Background: an optimization exercise with open tools, aiming at small area. Do not read the settings as production practice. Only simulation tests tie the RTL to the original design; equivalence was not proved. The clock port is modelled as an ideal driver; clocking choices that lean on that would not hold on a real chip.

**flow/design.v**
```verilog
module sel2_row #(
    parameter W = 29
) (
    input  logic         clk,
    input  logic         sa,
    input  logic         sb,
    input  logic         hold,
    input  logic [W-1:0] a,
    input  logic [W-1:0] b,
    output logic [W-1:0] q
);
    always_ff @(posedge clk)
        q <= ({W{sa}} & a) | ({W{sb}} & b) | ({W{hold}} & q);
endmodule
module sel2_row_n #(
    parameter W = 29
) (
    input  logic         clk,
    input  logic         sa,
    input  logic         sb,
    input  logic         hold,
    input  logic [W-1:0] a,
    input  logic [W-1:0] b,
    output logic [W-1:0] q
);
    always_ff @(posedge clk)
        q <= ~(({W{sa}} & a) | ({W{sb}} & b) | ({W{hold}} & q));
endmodule
module pick4 #(
    parameter W = 29
) (
    input  logic [3:0]   s,
    input  logic         inv,
    input  logic [W-1:0] a0,
    input  logic [W-1:0] a1,
    input  logic [W-1:0] a2,
    input  logic [W-1:0] a3,
    output logic [W-1:0] y
);
    assign y = (({W{s[0]}} & a0) | ({W{s[1]}} & a1) | ({W{s[2]}} & a2) | ({W{s[3]}} & a3))
             ^ {W{inv}};
endmodule
module viterbi_top (
    input  logic        clk,
    input  logic        rst,         
    input  logic        in_valid,    
    input  logic [7:0]  in0,         
    input  logic [7:0]  in1,         
    output logic        out_valid,   
    output logic [31:0] out_bits     
);
    logic [4:0]  t;                  
    logic [5:0]  pm [4];             
    logic [28:0] sv [4];             
    logic [3:0]  sd;                 
    logic        ph;                 
    function automatic logic [5:0] add6(input logic [5:0] x, input logic [5:0] y,
                                        input logic ci);
        logic c;
        c = ci;
        for (int i = 0; i < 6; i++) begin
            add6[i] = x[i] ^ y[i] ^ c;
            c = (x[i] & y[i]) | (x[i] & c) | (y[i] & c);
        end
    endfunction
    function automatic logic lt6(input logic [5:0] x, input logic [5:0] y);
        logic c;
        c = 1'b1;
        for (int i = 0; i < 5; i++)
            c = (x[i] & ~y[i]) | (x[i] & c) | (~y[i] & c);
        lt6 = x[5] ^ ~y[5] ^ c;
    endfunction
    function automatic logic neg6(input logic [5:0] x, input logic [5:0] y);
        logic c;
        c = 1'b0;
        for (int i = 0; i < 5; i++)
            c = (x[i] & y[i]) | (x[i] & c) | (y[i] & c);
        neg6 = x[5] ^ y[5] ^ c;
    endfunction
    logic [2:0] p0, p1;
    assign p0 = ~in0[7:5];
    assign p1 = ~in1[7:5];
    logic [5:0] pp, k, r0, r1;
    assign pp = add6({{3{p0[2]}}, p0}, {{3{p1[2]}}, p1}, 1'b1);     
    assign k  = {pp[4:0], 1'b0};
    assign r0 = {{2{p0[2]}}, p0, 1'b1};
    assign r1 = {{2{p1[2]}}, p1, 1'b1};
    logic [5:0] d01, d23, h01, h23, dq;
    assign d01 = add6(pm[0], ~pm[1], 1'b1);
    assign d23 = add6(pm[2], ~pm[3], 1'b1);
    assign h01 = {d01[5], d01[5:1]};
    assign h23 = {d23[5], d23[5:1]};
    assign dq  = add6({{3{p1[2]}}, p1}, ~{{3{p0[2]}}, p0}, 1'b1);
    logic init;
    logic [3:0] dec;
    assign init = (t[4:1] == 4'd0);
    assign dec[0] = !init && !lt6(h01, pp);
    assign dec[2] = !init && !neg6(h01, pp);
    assign dec[1] = !init && !lt6(h23, dq);
    assign dec[3] = !init && !neg6(h23, dq);
    logic [5:0] c0b, c2a, c1a, c1b, c3a, c3b;      
    assign c0b = add6(pm[1], k, 1'b0);
    assign c2a = add6(pm[0], k, 1'b0);
    assign c1a = add6(pm[2], r0, 1'b0);
    assign c1b = add6(pm[3], r1, 1'b0);
    assign c3a = add6(pm[2], r1, 1'b0);
    assign c3b = add6(pm[3], r0, 1'b0);
    logic last, fin, hold;
    logic [3:0] sa, sb;
    assign last = (t == 5'd31);
    assign fin  = in_valid && last;
    assign hold = !in_valid;
    for (genvar i = 0; i < 4; i++) begin : g_sel
        assign sa[i] = in_valid && !dec[i];
        assign sb[i] = in_valid &&  dec[i];
    end
    sel2_row_n #(.W(29)) u_sv0 (.clk(clk), .sa(sa[0]), .sb(sb[0]), .hold(hold),
        .a({sv[0][27:0], sd[0]}), .b({sv[1][27:0], sd[1]}), .q(sv[0]));
    sel2_row_n #(.W(29)) u_sv2 (.clk(clk), .sa(sa[2]), .sb(sb[2]), .hold(hold),
        .a({sv[0][27:0], sd[0]}), .b({sv[1][27:0], sd[1]}), .q(sv[2]));
    sel2_row_n #(.W(29)) u_sv1 (.clk(clk), .sa(sa[1]), .sb(sb[1]), .hold(hold),
        .a({sv[2][27:0], sd[2]}), .b({sv[3][27:0], sd[3]}), .q(sv[1]));
    sel2_row_n #(.W(29)) u_sv3 (.clk(clk), .sa(sa[3]), .sb(sb[3]), .hold(hold),
        .a({sv[2][27:0], sd[2]}), .b({sv[3][27:0], sd[3]}), .q(sv[3]));
    sel2_row #(.W(6)) u_pm2 (.clk(clk), .sa(sa[2]), .sb(sb[2]), .hold(hold),
        .a(c2a), .b(pm[1]), .q(pm[2]));
    sel2_row #(.W(6)) u_pm1 (.clk(clk), .sa(sa[1]), .sb(sb[1]), .hold(hold),
        .a(c1a), .b(c1b), .q(pm[1]));
    sel2_row #(.W(6)) u_pm3 (.clk(clk), .sa(sa[3]), .sb(sb[3]), .hold(hold),
        .a(c3a), .b(c3b), .q(pm[3]));
    always_ff @(posedge clk) begin
        if (sb[0]) pm[0] <= c0b;
        sd <= ~(in_valid ? dec ^ {4{ph}} : sd);
    end
    always_ff @(posedge clk or posedge rst) begin
        if (rst) begin
            t <= 5'd0;
            out_valid <= 1'b0;
            ph <= 1'b0;
        end else begin
            if (in_valid) t <= add6({1'b0, t}, 6'd0, 1'b1);
            out_valid <= fin;
            ph <= ~ph;
        end
    end
    logic c10, c32, cx;
    logic [5:0] m01, m23;
    logic [1:0] best;
    logic [3:0] bsel;
    assign c10 = !d01[5] && (d01 != 6'd0);       
    assign c32 = !d23[5] && (d23 != 6'd0);       
    assign m01 = c10 ? pm[1] : pm[0];
    assign m23 = c32 ? pm[3] : pm[2];
    assign cx  = lt6(m23, m01);
    assign best = cx ? {1'b1, c32} : {1'b0, c10};
    for (genvar i = 0; i < 4; i++) begin : g_bsel
        assign bsel[i] = (best == i);
    end
    logic [28:0] bsv;
    pick4 #(.W(29)) u_out (.s(bsel), .inv(ph), .a0(sv[0]), .a1(sv[1]), .a2(sv[2]), .a3(sv[3]), .y(bsv));
    assign out_bits = {bsv, sd[best] ^ ph, best[0], best[1]};
endmodule
```
**flow/flow/run.sh**
```bash
#!/bin/bash
# The standard layout (standard.sh, standard synthesis unchanged) with
# changes that only affect buffering and sizing:
#  - every port gets a buffer, the smallest one (buf_1);
#  - the clock tree is built from clkbuf_8 cells, without dummy loads, and
#    then each of its buffers is sized down to clkbuf_4 where the clock slew
#    at every flip-flop stays at most 120 ps (flow/post_cts.tcl);
#  - before the placement-stage repair, cells on paths with positive slack
#    are sized down (flow/pre_resize.tcl).
# The make output goes to standard.log; ORFS's per-step logs stay under orfs/logs.
set -euo pipefail
export BUFFER_PORTS_ARGS="-buffer_cell sky130_fd_sc_hd__buf_1"
export CTS_ARGS="-sink_clustering_enable -repair_clock_nets -buf_list sky130_fd_sc_hd__clkbuf_8 -dont_use_dummy_load"
export PRE_RESIZE_TCL="$(pwd)/flow/pre_resize.tcl"
export POST_CTS_TCL="$(pwd)/flow/post_cts.tcl"
bash standard.sh finish > standard.log 2>&1
```
**flow/flow/post_cts.tcl**
```tcl
proc my_clk_pin_slew_ps {} {
  set w 0
  foreach pin [all_registers -clock_pins -edge_triggered] {
    foreach e {rise fall} {
      set ps [expr {[sta::time_ui_sta [get_property $pin slew_max_$e]] * 1e12}]
      if {$ps > $w} { set w $ps }
    }
  }
  return $w
}
estimate_parasitics -placement
set_propagated_clock [all_clocks]
set small [get_lib_cells */sky130_fd_sc_hd__clkbuf_4]
set big [get_lib_cells */sky130_fd_sc_hd__clkbuf_8]
set n 0
foreach inst [get_cells *] {
  if {[get_property $inst ref_name] ne "sky130_fd_sc_hd__clkbuf_8"} { continue }
  replace_cell $inst $small
  estimate_parasitics -placement
  if {[my_clk_pin_slew_ps] > 120.0} {
    replace_cell $inst $big
    estimate_parasitics -placement
  } else {
    incr n
  }
}
puts "post_cts: sized $n clock buffers down, worst clock pin slew [my_clk_pin_slew_ps] ps"
```
**flow/flow/pre_resize.tcl**
```tcl
# Before the placement-stage repair_design: size down cells on paths with
# positive slack. repair_design, which follows, then fixes any slew or
# capacitance limit this breaks.
estimate_parasitics -placement
repair_timing -recover_power 100 -verbose
```
**flow/standard.sh**
```bash
#!/bin/bash
# synth_recipe.tcl (not shown) runs the flow's synth.tcl, then flattens the netlist and writes it again
# the make line also repeats each setting of config.mk as NAME=value (left out here)
make -C /OpenROAD-flow-scripts/flow DESIGN_CONFIG=/design/flow/config.mk WORK_HOME=/design/flow/orfs CLKGATE_MAP_FILE= SYNTH_SCRIPT=/design/flow/synth_recipe.tcl "${@:-finish}"
```
**flow/config.mk**
```make
export PLATFORM = sky130hd
export DESIGN_NAME = viterbi_top
export DESIGN_NICKNAME = viterbi_top
export VERILOG_FILES = /design/flow/design.v
export SDC_FILE = /design/flow/constraint.sdc
export NUM_CORES = 4
export LEC_CHECK = 0
export CAP_MARGIN = 0
export CELL_PAD_IN_SITES_DETAIL_PLACEMENT = 1
export CORE_MARGIN = 2
export CORE_UTILIZATION = 45
export PLACE_DENSITY = 0.6
export SLEW_MARGIN = 0
export SYNTH_HIERARCHICAL = 1
```
**flow/constraint.sdc**
```tcl
create_clock -name core_clock -period 10.0 [get_ports {clk}]
set_input_delay 2.0000 -clock core_clock [delete_from_list [all_inputs] [get_ports {clk}]]
set_output_delay 2.0000 -clock core_clock [all_outputs]
set_load 0.01 [all_outputs]
```
==> summary.md, run 1 <==
| Metric | Value |
|---|---|
| Kind of launch point of the worst setup path | flip-flop |
| Half-perimeter wire length after detailed placement | roughly 14000 um |
| Number of different library cells in the post-synthesis netlist | 48 |
| Crit path capture type | output pin |
| Worst-margin pin slew | 1.20 ns |
| Largest net degree at the start of global routing | ~120 |
| Placed cell area | 8180 sq um |
| Inst Count DP | 927 |
| Antenna Cells | 0 |
| Buffers added on ports | between 40 and 50 |
| First-pass GRT wire length | 35000 um |
| Routed via count divided by cell count | 6.49 |
| Number of ports placed on the die boundary | 52 |
| Utilization after layout | 46.7% |
| Total number of vias | 6122 |
| Instance count of the mapped netlist | 697 |
| Tot GR Track Use | ~22% |
| Status | no timing/DRC/antenna violations |
| Setup-violating endpoint count in the final report | 0 |
| Detailed Routing Iterations Pass 1 | 10 |
| Vias in the first global route | 6644 |
| Max-slew violations | 0 |
| Post-synthesis instance area | around 8000 sq um |
| Source-to-sink clock delay at the later pin of the worst-skew pair | 0.55 ns |
| Cell type of the slowest stage on the worst timing path | sky130_fd_sc_hd__and2_1 |
| RSZ-0062 raised after global routing | no |
| Die Outline Area | ~19000 sq um |
| Worst endpoint required time | 8.00 ns |
| Core Rows | 49 |
| Main synth FF type | sky130_fd_sc_hd__dfxtp_1 |
| Antenna violations before repair | 0 |
| Post-layout net count | 787 |
| Fraction of registers with async set/reset | 4.64% |
| Die Y | between 100 and 150 um |
| Ratio of cells with drive above 1 in the final layout | under 10% |
| Initial Util | 45.7% |
| Seq cells post-synth | 151 |
| Total wire length | 21000 um |
| Sinks on Clock Net | 151 |
| Final critical-path required period | approximately 9.4 ns |
| CTS tree | yes |
| Cell with the most instances on the worst path | sky130_fd_sc_hd__fa_1 |
| Compound-gate portion of the synthesized area | a little over a quarter |
| Number of remaining DRC errors | 0 |
| Post-Layout Inst Area | about 8400 sq um |
| Routability congestion estimate | 0.802 |
| Final setup margin | 0.587 ns |
| Ys Warns | 15 |
| Worst-case headroom to the max-slew limit | about a fifth |
| Period utilization | 94.1% |
| Worst-path clk slew | 0.10 ns |
| CP arrival | 7.41 ns |
| Net count of the mapped netlist | 767 |
| Final standard cell count with taps included and fillers excluded | 944 |
| Die W | approximately 140 um |
| Clock tree skew after final layout | 0.0358 ns |
| GRT Residual Overflow | 0 |
| Delay of the slowest cell on the worst path | approximately 0.66 ns |
| Reg2Reg Setup Slack | 5.22 ns |
| Sequence of cells on the critical path | ha_1 -> inv_1 -> fa_1 -> fa_1 -> fa_1 -> inv_1 -> fa_1 -> nor4b_1 -> a21boi_2 -> mux2i_1 -> a32oi_1 -> a31oi_1 -> maj3_1 -> maj3_1 -> xnor2_2 -> and2_1 -> buf_4 -> a22o_1 -> a221oi_1 -> xnor2_1 -> buf_1 |
| Sequential element share of the synthesized area | 38.1% |
| Area of the placeable core | between 15000 and 20000 sq um |
| Final hold vios | 0 |
| Largest family of logic cells by synthesized area | compound AO/OA/AOI/OAI gates |
| Area share of and/or/nand/nor cells after synthesis | 3.53% |
| Count of flip-flops with a built-in enable after synthesis | 6 |
| Worst hold-check slack | between 0.4 and 0.5 ns |
| Adder-cell share of the synthesized area | a little over an eighth |
| Mux share of post-synthesis cell area | 3.41% |
| Count of routing violations after the opening detailed-route iteration | 892 |
| Post-Place Worst Slack | 0.754 ns |
| Number of antenna-violating nets in the routed design | 0 |
| Sum Neg Setup Slack | 0 ns |
| Post-synthesis share of cell area spent on xor and xnor gates | 6.46% |
| Max FO, Critical Path | 17 |
| F_max | 0.106 GHz |
| Count of filler cells inserted in the layout | 1961 |
| Worst setup path category | reg2out |
| Count of max-cap constraint violations | 0 |
| Worst min-delay path class | reg2reg |
| Area growth from synthesis to layout | 2.14% |
| Average wire per cell in the routed design | 22.3 um |
| Synthesized area per cell | around 12 sq um |
Yosys cell counts (all sizes together) (2+ instances only):
cell type	count	area [sq um]
a21boi	3	37.5
a21oi	6	30.0
a221oi	29	435
a222oi	134	1340
a22o	29	254
and2	3	18.8
buf	43	393
clkbuf	13	48.8
dfrtp	7	175
dfxtp	138	2760
edfxtp	6	180
fa	42	841
ha	9	113
inv	81	304
maj3	12	125
mux2	9	109
mux2i	17	170
nand2	12	45.0
nand3	3	15.0
nor2	16	60.1
nor2b	13	81.3
nor3	2	10.0
nor3b	2	15.0
o21ai	4	20.0
xnor2	50	457
xnor3	2	45.0
xor2	3	26.3
worst paths after layout:
| kind | from | to | cells after the start |
|---|---|---|---|
| worst max-delay path | u_pm3.q[0]$_DFF_P_ | out_bits[28] | 21 |
| worst max register to register | u_pm3.q[0]$_DFF_P_ | u_sv1.q[25]$_DFF_P_ | 12 |
| worst min-delay path | u_sv0.q[28]$_DFF_P_ | u_sv0.q[28]$_DFF_P_ | 1 |
| min in group asynchronous | rst | t[4]$_DFFE_PP0P_ | 2 |
| max in group asynchronous | rst | ph$_DFF_PP0_ | 2 |
| worst min register to register | u_sv0.q[28]$_DFF_P_ | u_sv0.q[28]$_DFF_P_ | 1 |
worst max-delay path: cells and delay by family (launching register included):
family / cells / cell delay, ns
xor+xnor: 2 / 0.76
flops: 1 / 0.52
simple gates: 2 / 0.84
fa+ha+maj: 7 / 2.63
buf+inv: 4 / 0.67
mux: 1 / 0.22
compound gates: 5 / 1.19
layout make-up:
| cell class | instances | area (sq um) | area share [%] |
|---|---|---|---|
| multi-input cells | 409 | 4190 | 50.2 |
| flip-flops and latches | 151 | 3120 | 37.3 |
| inverters | 81 | 307 | 3.67 |
| repair buffers | 57 | 289 | 3.46 |
| well taps | 229 | 287 | 3.43 |
| clock buffers | 17 | 159 | 1.90 |
flip-flops by register name, indices dropped and copies added, names as in the netlist:
register   flops
u_sv0.q       29
u_sv1.q       29
u_sv2.q       29
u_sv3.q       29
pm             6
u_pm1.q        6
u_pm2.q        6
u_pm3.q        6
t              5
sd             4
out_valid      1
ph             1
placed cells by master, fill, tap and decap left out, drive strengths merged, types with 4 or more instances in the layout:
master,netlist,layout
o21ai,4,4
a21oi,6,6
nor2b,13,13
fa,42,42
nand2,12,12
mux2i,17,17
a221oi,29,29
inv,81,81
buf,43,51
clkbuf,13,23
edfxtp,6,6
mux2,9,9
ha,9,9
nor2,16,16
a222oi,134,134
dfrtp,7,7
xnor2,50,50
a22o,29,29
maj3,12,12
dfxtp,138,138
cell families after synthesis:
group / count (synthesis)
AOI/OAI and AO/OA: 208
DFF: 151
buffers and inverters: 137
adders and majority gates: 63
and+or+nand+nor: 57
xor gates and xnor gates: 55
muxes: 26
metal layers:
metal  global-route usage [%]  vias to the layer above  part of all wire [%]
li1                         -                     2785                     -
met1                     28.4                     3131                    43
met2                     38.9                      190                    51
met3                     4.11                       16                   5.4
met4                     5.32                        0                   1.1
met5                        0                        -                     0
==> inputs of run 2 (changes only) <==
--- a/flow/config.mk
+++ b/flow/config.mk
@@ -8,7 +8,7 @@
 export CAP_MARGIN = 0
 export CELL_PAD_IN_SITES_DETAIL_PLACEMENT = 1
 export CORE_MARGIN = 2
-export CORE_UTILIZATION = 45
-export PLACE_DENSITY = 0.6
+export CORE_UTILIZATION = 55
+export PLACE_DENSITY = 0.7
 export SLEW_MARGIN = 0
 export SYNTH_HIERARCHICAL = 1
==> run 2 against run 1 <==
  * Critical path depth unchanged
  * Maximum frequency grew 1.1%
  * First-iteration DRC count grew 47%
  * Die area down 18%
  * Synthesized cell count unchanged
  * Register-to-register slack worse by 0.89 ns
  * Design area down 1.3%
  * Non-clock buffer count decreased by 2
  * Wire length is 3.0% higher
  * Sequential share of layout area increased by 0.49 points
  * Largest cell class unchanged
==> summary.md, run 2 <==
| Metric | Value |
|---|---|
| Instance count of the mapped netlist | 697 (unchanged) |
| Buffers added on ports | 41 (unchanged) |
| Post-synthesis instance area | 8180 sq um (unchanged) |
| Die W | 126 um (was 139 um) |
| Ys Warns | 15 (unchanged) |
| Crit path capture type | output pin (unchanged) |
| Synthesized area per cell | 11.7 sq um (unchanged) |
| Setup-violating endpoint count in the final report | 0 (unchanged) |
| Post-layout net count | 785 (was 787) |
| Count of flip-flops with a built-in enable after synthesis | 6 (unchanged) |
| Routability congestion estimate | 0.847 (was 0.802) |
| Top library cells by usage in the layout, fill and taps aside | 138 x sky130_fd_sc_hd__dfxtp_1, 134 x sky130_fd_sc_hd__a222oi_1, 80 x sky130_fd_sc_hd__inv_1, 49 x sky130_fd_sc_hd__xnor2_1, 42 x sky130_fd_sc_hd__fa_1 (unchanged) |
| Largest net degree at the start of global routing | 117 (unchanged) |
| Delay of the slowest cell on the worst path | 0.62 ns (was 0.66 ns) |
| Sequential element share of the synthesized area | 38.1% (unchanged) |
| Worst-path clk slew | 0.10 ns (about the same) |
| First-pass GRT wire length | 35700 um (was 35000 um) |
| Worst min-delay path class | reg2reg (unchanged) |
| Number of ports placed on the die boundary | 52 (unchanged) |
| Commonest non-fill, non-tap cell in the layout | sky130_fd_sc_hd__dfxtp_1 (unchanged) |
| Area leader, netlist | sky130_fd_sc_hd__dfxtp_1 (unchanged) |
| Fraction of registers with async set/reset | 4.64% (unchanged) |
| Ratio of cells with drive above 1 in the final layout | 7.43% (was 8.53%) |
| Portion of synthesized cell area occupied by the leading cell type | 33.8% (unchanged) |
| CTS tree | yes (unchanged) |
| Total number of vias | 6279 (was 6122) |
| Sinks on Clock Net | 151 (unchanged) |
| Worst-margin pin slew | 1.42 ns (was 1.20 ns) |
| Worst endpoint required time | 8.00 ns (about the same) |
| Sum Neg Setup Slack | 0 ns (unchanged) |
| CP arrival | 7.31 ns (was 7.41 ns) |
| Leading post-synthesis cells by cell area | sky130_fd_sc_hd__dfxtp_1 34%, sky130_fd_sc_hd__a222oi_1 16%, sky130_fd_sc_hd__fa_1 10% (unchanged) |
| Vias in the first global route | 6646 (was 6644) |
| Half-perimeter wire length after detailed placement | 13900 um (was 13600 um) |
| Net count of the mapped netlist | 767 (unchanged) |
| Seq cells post-synth | 151 (unchanged) |
| Detailed Routing Iterations Pass 1 | 9 (was 10) |
| Antenna Cells | 0 (unchanged) |
| Final critical-path required period | 9.31 ns (was 9.41 ns) |
| Source-to-sink clock delay at the later pin of the worst-skew pair | 0.60 ns (was 0.55 ns) |
| Number of remaining DRC errors | 0 (unchanged) |
| F_max | 0.107 GHz (was 0.106 GHz) |
| Post-Place Worst Slack | 0.751 ns (was 0.754 ns) |
| Number of antenna-violating nets in the routed design | 0 (unchanged) |
| DRT met1 WL | 8990 um (was 8950 um) |
| Max-slew violations | 0 (unchanged) |
| Tot GR Track Use | 28.0% (was 22.2%) |
| Worst-case headroom to the max-slew limit | 5.66% (was 20.2%) |
| Status | no timing/DRC/antenna violations (unchanged) |
| Max FO, Critical Path | 18 (was 17) |
| Area of the placeable core | 14500 sq um (was 17900 sq um) |
| Cell with the most instances on the worst path | sky130_fd_sc_hd__fa_1 (unchanged) |
| Count of max-cap constraint violations | 0 (unchanged) |
| Die Y | 126 um (was 139 um) |
| Area growth from synthesis to layout | 0.826% (was 2.14%) |
| Number of different library cells in the post-synthesis netlist | 48 (unchanged) |
| GRT Residual Overflow | 0 (unchanged) |
| Top sig layer | met4 (unchanged) |
| Average wire per cell in the routed design | 24.1 um (was 22.3 um) |
| Period utilization | 93.1% (was 94.1%) |
| Final hold vios | 0 (unchanged) |
| Total wire length | 21700 um (was 21000 um) |
| Worst setup path category | reg2out (unchanged) |
| Core Rows | 44 (was 49) |
| Main synth FF type | sky130_fd_sc_hd__dfxtp_1 (unchanged) |
| Most numerous cell types in the synthesized netlist | 138 x sky130_fd_sc_hd__dfxtp_1, 134 x sky130_fd_sc_hd__a222oi_1, 81 x sky130_fd_sc_hd__inv_1 (unchanged) |
| Antenna violations before repair | 0 (unchanged) |
| Routed via count divided by cell count | 7.00 (was 6.49) |
| Met3 WL post-DR | 1470 um (was 1140 um) |
| Seq. cell area | 3120 sq um (unchanged) |
| Count of routing violations after the opening detailed-route iteration | 1310 (was 892) |
| Area of combinational cells with multiple inputs | 4180 sq um (was 4190 sq um) |
| Final setup margin | 0.685 ns (was 0.587 ns) |
| Most used standard cell by instance count after synthesis | sky130_fd_sc_hd__dfxtp_1 (unchanged) |
| Die Outline Area | 15900 sq um (was 19300 sq um) |
| Initial Util | 56.3% (was 45.7%) |
| Met2 layer wire length in the routed design | 10900 um (was 10700 um) |
| Sequence of cells on the critical path | ha_1 -> inv_1 -> fa_1 -> fa_1 -> fa_1 -> inv_1 -> fa_1 -> nor4b_1 -> a21boi_2 -> mux2i_1 -> a32oi_1 -> a31oi_1 -> maj3_1 -> maj3_1 -> xnor2_2 -> nor2b_4 -> buf_4 -> a22o_1 -> a221oi_1 -> xnor2_1 -> buf_1 (was ha_1 -> inv_1 -> fa_1 -> fa_1 -> fa_1 -> inv_1 -> fa_1 -> nor4b_1 -> a21boi_2 -> mux2i_1 -> a32oi_1 -> a31oi_1 -> maj3_1 -> maj3_1 -> xnor2_2 -> and2_1 -> buf_4 -> a22o_1 -> a221oi_1 -> xnor2_1 -> buf_1) |
| Count of filler cells inserted in the layout | 1539 (was 1961) |
| Clock tree skew after final layout | 0.0482 ns (was 0.0358 ns) |
| RSZ-0062 raised after global routing | no (unchanged) |
| Cell type of the slowest stage on the worst timing path | sky130_fd_sc_hd__a21boi_2 (was sky130_fd_sc_hd__and2_1) |
| Kind of launch point of the worst setup path | flip-flop (unchanged) |
==> run 2: critical path, delay by kind of cell (launching register included) <==
kind	cells	cell delay, ns
compound gates	5	1.21
xor+xnor	2	0.71
fa+ha+maj	7	2.69
buf+inv	4	0.60
flops	1	0.51
mux	1	0.24
simple gates	2	0.77
==> run 2: final cells by class <==
| type | instances | area share, % |
|---|---|---|
| inverters | 81 | 3.72 |
| flip-flops and latches | 151 | 37.8 |
| repair buffers | 55 | 3.14 |
| well taps | 184 | 2.79 |
| clock buffers | 17 | 1.85 |
| multi-input cells | 409 | 50.7 |
==> run 2: metrics by stage <==
step	cell area, sq um	hold WS [ns]	utilization [%]	std cells
6_report	8250	0.453	56.7	897
5_1_grt	8250	0.470	56.7	897
3_5_place_dp	8080	0.438	55.6	880
3_3_place_gp	8260	0.430	56.9	879
2_1_floorplan	8180	0.418	-	697
==> run 2: logic make-up (layout without fill, tap and decap cells) <==
| family | after synthesis | in the layout | share of synthesized area, % |
|---|---|---|---|
| compound gates | 208 | 208 | 26.2 |
| flops | 151 | 151 | 38.1 |
| buf+inv | 137 | 153 | 9.12 |
| fa+ha+maj | 63 | 63 | 13.2 |
| simple gates | 57 | 57 | 3.53 |
| xor+xnor | 55 | 55 | 6.46 |
| mux | 26 | 26 | 3.41 |
==> run 2: path summary, 6_finish.rpt <==
check | from | end | slack [ns] | cells past startpoint
setup reg to reg | pm[0][0]$_DFFE_PP_ | u_sv2.q[5]$_DFF_P_ | 4.33 | 13
setup / recovery | u_pm3.q[0]$_DFF_P_ | out_bits[3] | 0.69 | 21
max in group asynchronous | rst | ph$_DFF_PP0_ | 8.46 | 2
min in group asynchronous | rst | t[0]$_DFFE_PP0P_ | 1.29 | 2
hold reg to reg | u_sv1.q[28]$_DFF_P_ | u_sv1.q[28]$_DFF_P_ | 0.45 | 1
hold / removal | u_sv1.q[28]$_DFF_P_ | u_sv1.q[28]$_DFF_P_ | 0.45 | 1
==> run 2: metal layers <==
| layer | global-route usage [%] | vias to the layer above |
|---|---|---|
| li1 | - | 2778 |
| met1 | 35.9 | 3195 |
| met2 | 47.3 | 282 |
| met3 | 5.65 | 24 |
| met4 | 9.63 | 0 |
| met5 | 0 | - |
==> inputs of run 3 (changes only) <==
--- a/flow/flow/run.sh
+++ b/flow/flow/run.sh
@@ -3,8 +3,9 @@
 # changes that only affect buffering and sizing:
 #  - every port gets a buffer, the smallest one (buf_1);
 #  - the clock tree is built from clkbuf_8 cells, without dummy loads, and
-#    then each of its buffers is sized down to clkbuf_4 where the clock slew
-#    at every flip-flop stays at most 120 ps (flow/post_cts.tcl);
+#    then (flow/post_cts.tcl) cells on paths with positive slack are sized down
+#    again, and each clock buffer is sized down to clkbuf_4 where the clock slew
+#    at every flip-flop stays at most 120 ps;
 #  - before the placement-stage repair, cells on paths with positive slack
 #    are sized down (flow/pre_resize.tcl).
 # The make output goes to standard.log; ORFS's per-step logs stay under orfs/logs.
--- a/flow/flow/post_cts.tcl
+++ b/flow/flow/post_cts.tcl
@@ -10,6 +10,11 @@
 }
 estimate_parasitics -placement
 set_propagated_clock [all_clocks]
+# Size down cells on paths with positive slack once more, then fix any slew
+# or capacitance limit that breaks.
+repair_timing -recover_power 100 -verbose
+repair_design -cap_margin $::env(CAP_MARGIN) -slew_margin $::env(SLEW_MARGIN) -verbose
+estimate_parasitics -placement
 set small [get_lib_cells */sky130_fd_sc_hd__clkbuf_4]
 set big [get_lib_cells */sky130_fd_sc_hd__clkbuf_8]
 set n 0
==> run 3 against run 2 <==
  * Still clean
  * Non-clock buffer count grew 1
  * Via count up 1.0%
  * Global-route usage is essentially flat
  * Synthesized cell count stayed put
  * Critical endpoint unchanged
  * Synthesized area is the same
  * Cell count increased by 0.11%
  * Design area down 0.11%
  * Worst setup slack worse by 0.12 ns
  * Wire length is 0.21% lower
==> summary.md, run 3 <==
| Metric | Value |
|---|---|
| Status | no timing/DRC/antenna violations (unchanged) |
| Max FO, Critical Path | 18 (unchanged) |
| Antenna Cells | 0 (unchanged) |
| Source-to-sink clock delay at the later pin of the worst-skew pair | 0.60 ns (about the same) |
| CP arrival | 7.44 ns (was 7.31 ns) |
| Count of flip-flops with a built-in enable after synthesis | 6 (unchanged) |
| Post-Layout Inst Area | 8240 sq um (was 8250 sq um) |
| Area leader, netlist | sky130_fd_sc_hd__dfxtp_1 (unchanged) |
| Antenna violations before repair | 0 (unchanged) |
| Worst hold-check slack | 0.448 ns (was 0.453 ns) |
| Number of different library cells in the post-synthesis netlist | 48 (unchanged) |
| Fraction of registers with async set/reset | 4.64% (unchanged) |
| Sum Neg Setup Slack | 0 ns (unchanged) |
| Tot GR Track Use | 27.9% (was 28.0%) |
| First-pass GRT wire length | 35700 um (about the same) |
| Post-layout net count | 786 (was 785) |
| Vias in the first global route | 6648 (was 6646) |
| Largest net degree at the start of global routing | 117 (unchanged) |
| Worst setup path category | reg2out (unchanged) |
| Worst endpoint required time | 8.00 ns (about the same) |
| Detailed Routing Iterations Pass 1 | 12 (was 9) |
| RSZ-0062 raised after global routing | no (unchanged) |
| Ratio of cells with drive above 1 in the final layout | 7.14% (was 7.43%) |
| Commonest non-fill, non-tap cell in the layout | sky130_fd_sc_hd__dfxtp_1 (unchanged) |
| Post-synthesis instance area | 8180 sq um (unchanged) |
| Count of max-cap constraint violations | 0 (unchanged) |
| Portion of synthesized cell area occupied by the leading cell type | 33.8% (unchanged) |
| Clock tree skew after final layout | 0.0504 ns (was 0.0482 ns) |
| Most used standard cell by instance count after synthesis | sky130_fd_sc_hd__dfxtp_1 (unchanged) |
| Final hold vios | 0 (unchanged) |
| Average wire per cell in the routed design | 24.1 um (about the same) |
| Number of ports placed on the die boundary | 52 (unchanged) |
| Area of the placeable core | 14500 sq um (unchanged) |
| Count of routing violations after the opening detailed-route iteration | 1307 (was 1310) |
| Initial Util | 56.3% (unchanged) |
| Setup-violating endpoint count in the final report | 0 (unchanged) |
| CTS tree | yes (unchanged) |
| Buffers added on ports | 41 (unchanged) |
| Leading post-synthesis cells by cell area | sky130_fd_sc_hd__dfxtp_1 34%, sky130_fd_sc_hd__a222oi_1 16%, sky130_fd_sc_hd__fa_1 10% (unchanged) |
| Area growth from synthesis to layout | 0.719% (was 0.826%) |
| Worst-case headroom to the max-slew limit | 6.04% (was 5.66%) |
| Count of filler cells inserted in the layout | 1544 (was 1539) |
| Number of remaining DRC errors | 0 (unchanged) |
| Worst min-delay path class | reg2reg (unchanged) |
| Total number of vias | 6342 (was 6279) |
| F_max | 0.106 GHz (was 0.107 GHz) |
| Worst-path clk slew | 0.10 ns (about the same) |
| Top library cells by usage in the layout, fill and taps aside | 138 x sky130_fd_sc_hd__dfxtp_1, 134 x sky130_fd_sc_hd__a222oi_1, 80 x sky130_fd_sc_hd__inv_1, 49 x sky130_fd_sc_hd__xnor2_1, 42 x sky130_fd_sc_hd__fa_1 (unchanged) |
| Sinks on Clock Net | 151 (unchanged) |
| Core Rows | 44 (unchanged) |
| Half-perimeter wire length after detailed placement | 13900 um (unchanged) |
| Most numerous cell types in the synthesized netlist | 138 x sky130_fd_sc_hd__dfxtp_1, 134 x sky130_fd_sc_hd__a222oi_1, 81 x sky130_fd_sc_hd__inv_1 (unchanged) |
| Die Y | 126 um (unchanged) |
| Die W | 126 um (unchanged) |
| Kind of launch point of the worst setup path | flip-flop (unchanged) |
| Ys Warns | 15 (unchanged) |
| Seq cells post-synth | 151 (unchanged) |
| Instance count of the mapped netlist | 697 (unchanged) |
| Main synth FF type | sky130_fd_sc_hd__dfxtp_1 (unchanged) |
| Sequential element share of the synthesized area | 38.1% (unchanged) |
| GRT Residual Overflow | 0 (unchanged) |
| Placed cell area | 8080 sq um (unchanged) |
| Die Outline Area | 15900 sq um (unchanged) |
| Net count of the mapped netlist | 767 (unchanged) |
| Routability congestion estimate | 0.847 (unchanged) |
| Period utilization | 94.4% (was 93.1%) |
| Final critical-path required period | 9.44 ns (was 9.31 ns) |
| Number of antenna-violating nets in the routed design | 0 (unchanged) |
| Synthesized area per cell | 11.7 sq um (unchanged) |
| Routed via count divided by cell count | 7.06 (was 7.00) |
| Max-slew violations | 0 (unchanged) |
| Total wire length | 21600 um (was 21700 um) |
| Worst-margin pin slew | 1.41 ns (was 1.42 ns) |
| Crit path capture type | output pin (unchanged) |
run 3: cell counts after synthesis:
No cell type changed its count.
run 3: final timing paths:
path,slack [ns],startpoint,to,depth (start not counted)
min in group asynchronous,1.29,rst,t[0]$_DFFE_PP0P_,2
max,0.56,u_pm3.q[0]$_DFF_P_,out_bits[3],21
max reg2reg,4.31,u_pm1.q[0]$_DFF_P_,u_sv2.q[1]$_DFF_P_,12
min,0.45,u_sv1.q[28]$_DFF_P_,u_sv1.q[28]$_DFF_P_,1
min reg2reg,0.45,u_sv1.q[28]$_DFF_P_,u_sv1.q[28]$_DFF_P_,1
max in group asynchronous,8.47,rst,ph$_DFF_PP0_,2
run 3: metal layers:
layer | wire (um) | track usage [%]
met1 | 8760 | 36.0
met2 | 10900 | 47.3
met3 | 1580 | 5.31
met4 | 337 | 9.70
met5 | 0 | 0
run 3: critical path, cell delays in order (launching register included):
cell and delay (ns):
sky130_fd_sc_hd__dfxtp_1 0.51, sky130_fd_sc_hd__ha_1 0.21, sky130_fd_sc_hd__inv_1 0.05, sky130_fd_sc_hd__fa_1 0.41
sky130_fd_sc_hd__fa_1 0.41, sky130_fd_sc_hd__fa_1 0.37, sky130_fd_sc_hd__inv_1 0.08, sky130_fd_sc_hd__fa_1 0.42
sky130_fd_sc_hd__nor4b_1 0.19, sky130_fd_sc_hd__a21boi_2 0.61, sky130_fd_sc_hd__mux2i_1 0.25, sky130_fd_sc_hd__a32oi_1 0.26
sky130_fd_sc_hd__a31oi_1 0.11, sky130_fd_sc_hd__maj3_1 0.36, sky130_fd_sc_hd__maj3_1 0.51, sky130_fd_sc_hd__xnor2_2 0.48
sky130_fd_sc_hd__nor2b_4 0.57, sky130_fd_sc_hd__clkbuf_2 0.38, sky130_fd_sc_hd__a22o_1 0.20, sky130_fd_sc_hd__a221oi_1 0.06
sky130_fd_sc_hd__xnor2_1 0.23, sky130_fd_sc_hd__buf_1 0.17
run 3: kinds of logic (layout without fill, tap and decap cells):
| kind of cell | count (synthesis) | in the layout | synth area share, % |
|---|---|---|---|
| flops | 151 | 151 | 38.1 |
| fa+ha+maj | 63 | 63 | 13.2 |
| buf+inv | 137 | 154 | 9.12 |
| xor+xnor | 55 | 55 | 6.46 |
| compound gates | 208 | 208 | 26.2 |
| simple gates | 57 | 57 | 3.53 |
| mux | 26 | 26 | 3.41 |
run 3: layout make-up:
cell class                      count  area [sq um]  area share [%]
Timing Repair Buffer               56           269            3.27
Inverter                           81           307            3.72
Multi-Input combinational cell    409          4160            50.5
Tap cell                          184           230            2.79
Sequential cell                   151          3120            37.9
Clock buffer                       17           153            1.85
run 3: through the flow:
| stage | cells | utilization [%] | setup WS (ns) |
|---|---|---|---|
| final | 898 | 56.7 | 0.563 |
| after global routing | 898 | 56.7 | 0.165 |
| after detailed placement | 880 | 55.6 | 0.751 |
| after global placement | 879 | 56.9 | 1.55 |
| after floorplan | 697 | - | 2.97 |

## re-timing with driven ports
Ports are ideal in the flow. The routed layouts listed here were re-timed in OpenROAD. Step 1 assumes that a clkbuf_16 drives the clock port and a buf_2 every other input. Step 2 times the ports against the registers' clock, not the clock port: input delays grow and output delays shrink by t, the midpoint of the rising clock arrivals with the driver on. a / b / c = no drivers / after step 1 / after step 2; a / b = the first two.
run	shift t [ns]	setup WS [ns]	clock arrival spread, ns	worst data-port slew with drivers (ns)	pins driven straight from the clock port
run 1	0.570	0.587 / 0.550 / 1.119	0.036 / 0.037	0.04	1
run 2	0.610	0.685 / 0.649 / 1.259	0.048 / 0.048	0.03	1
run 3	0.610	0.563 / 0.525 / 1.135	0.050 / 0.050	0.03	1
After both steps every run listed still meets setup and hold.
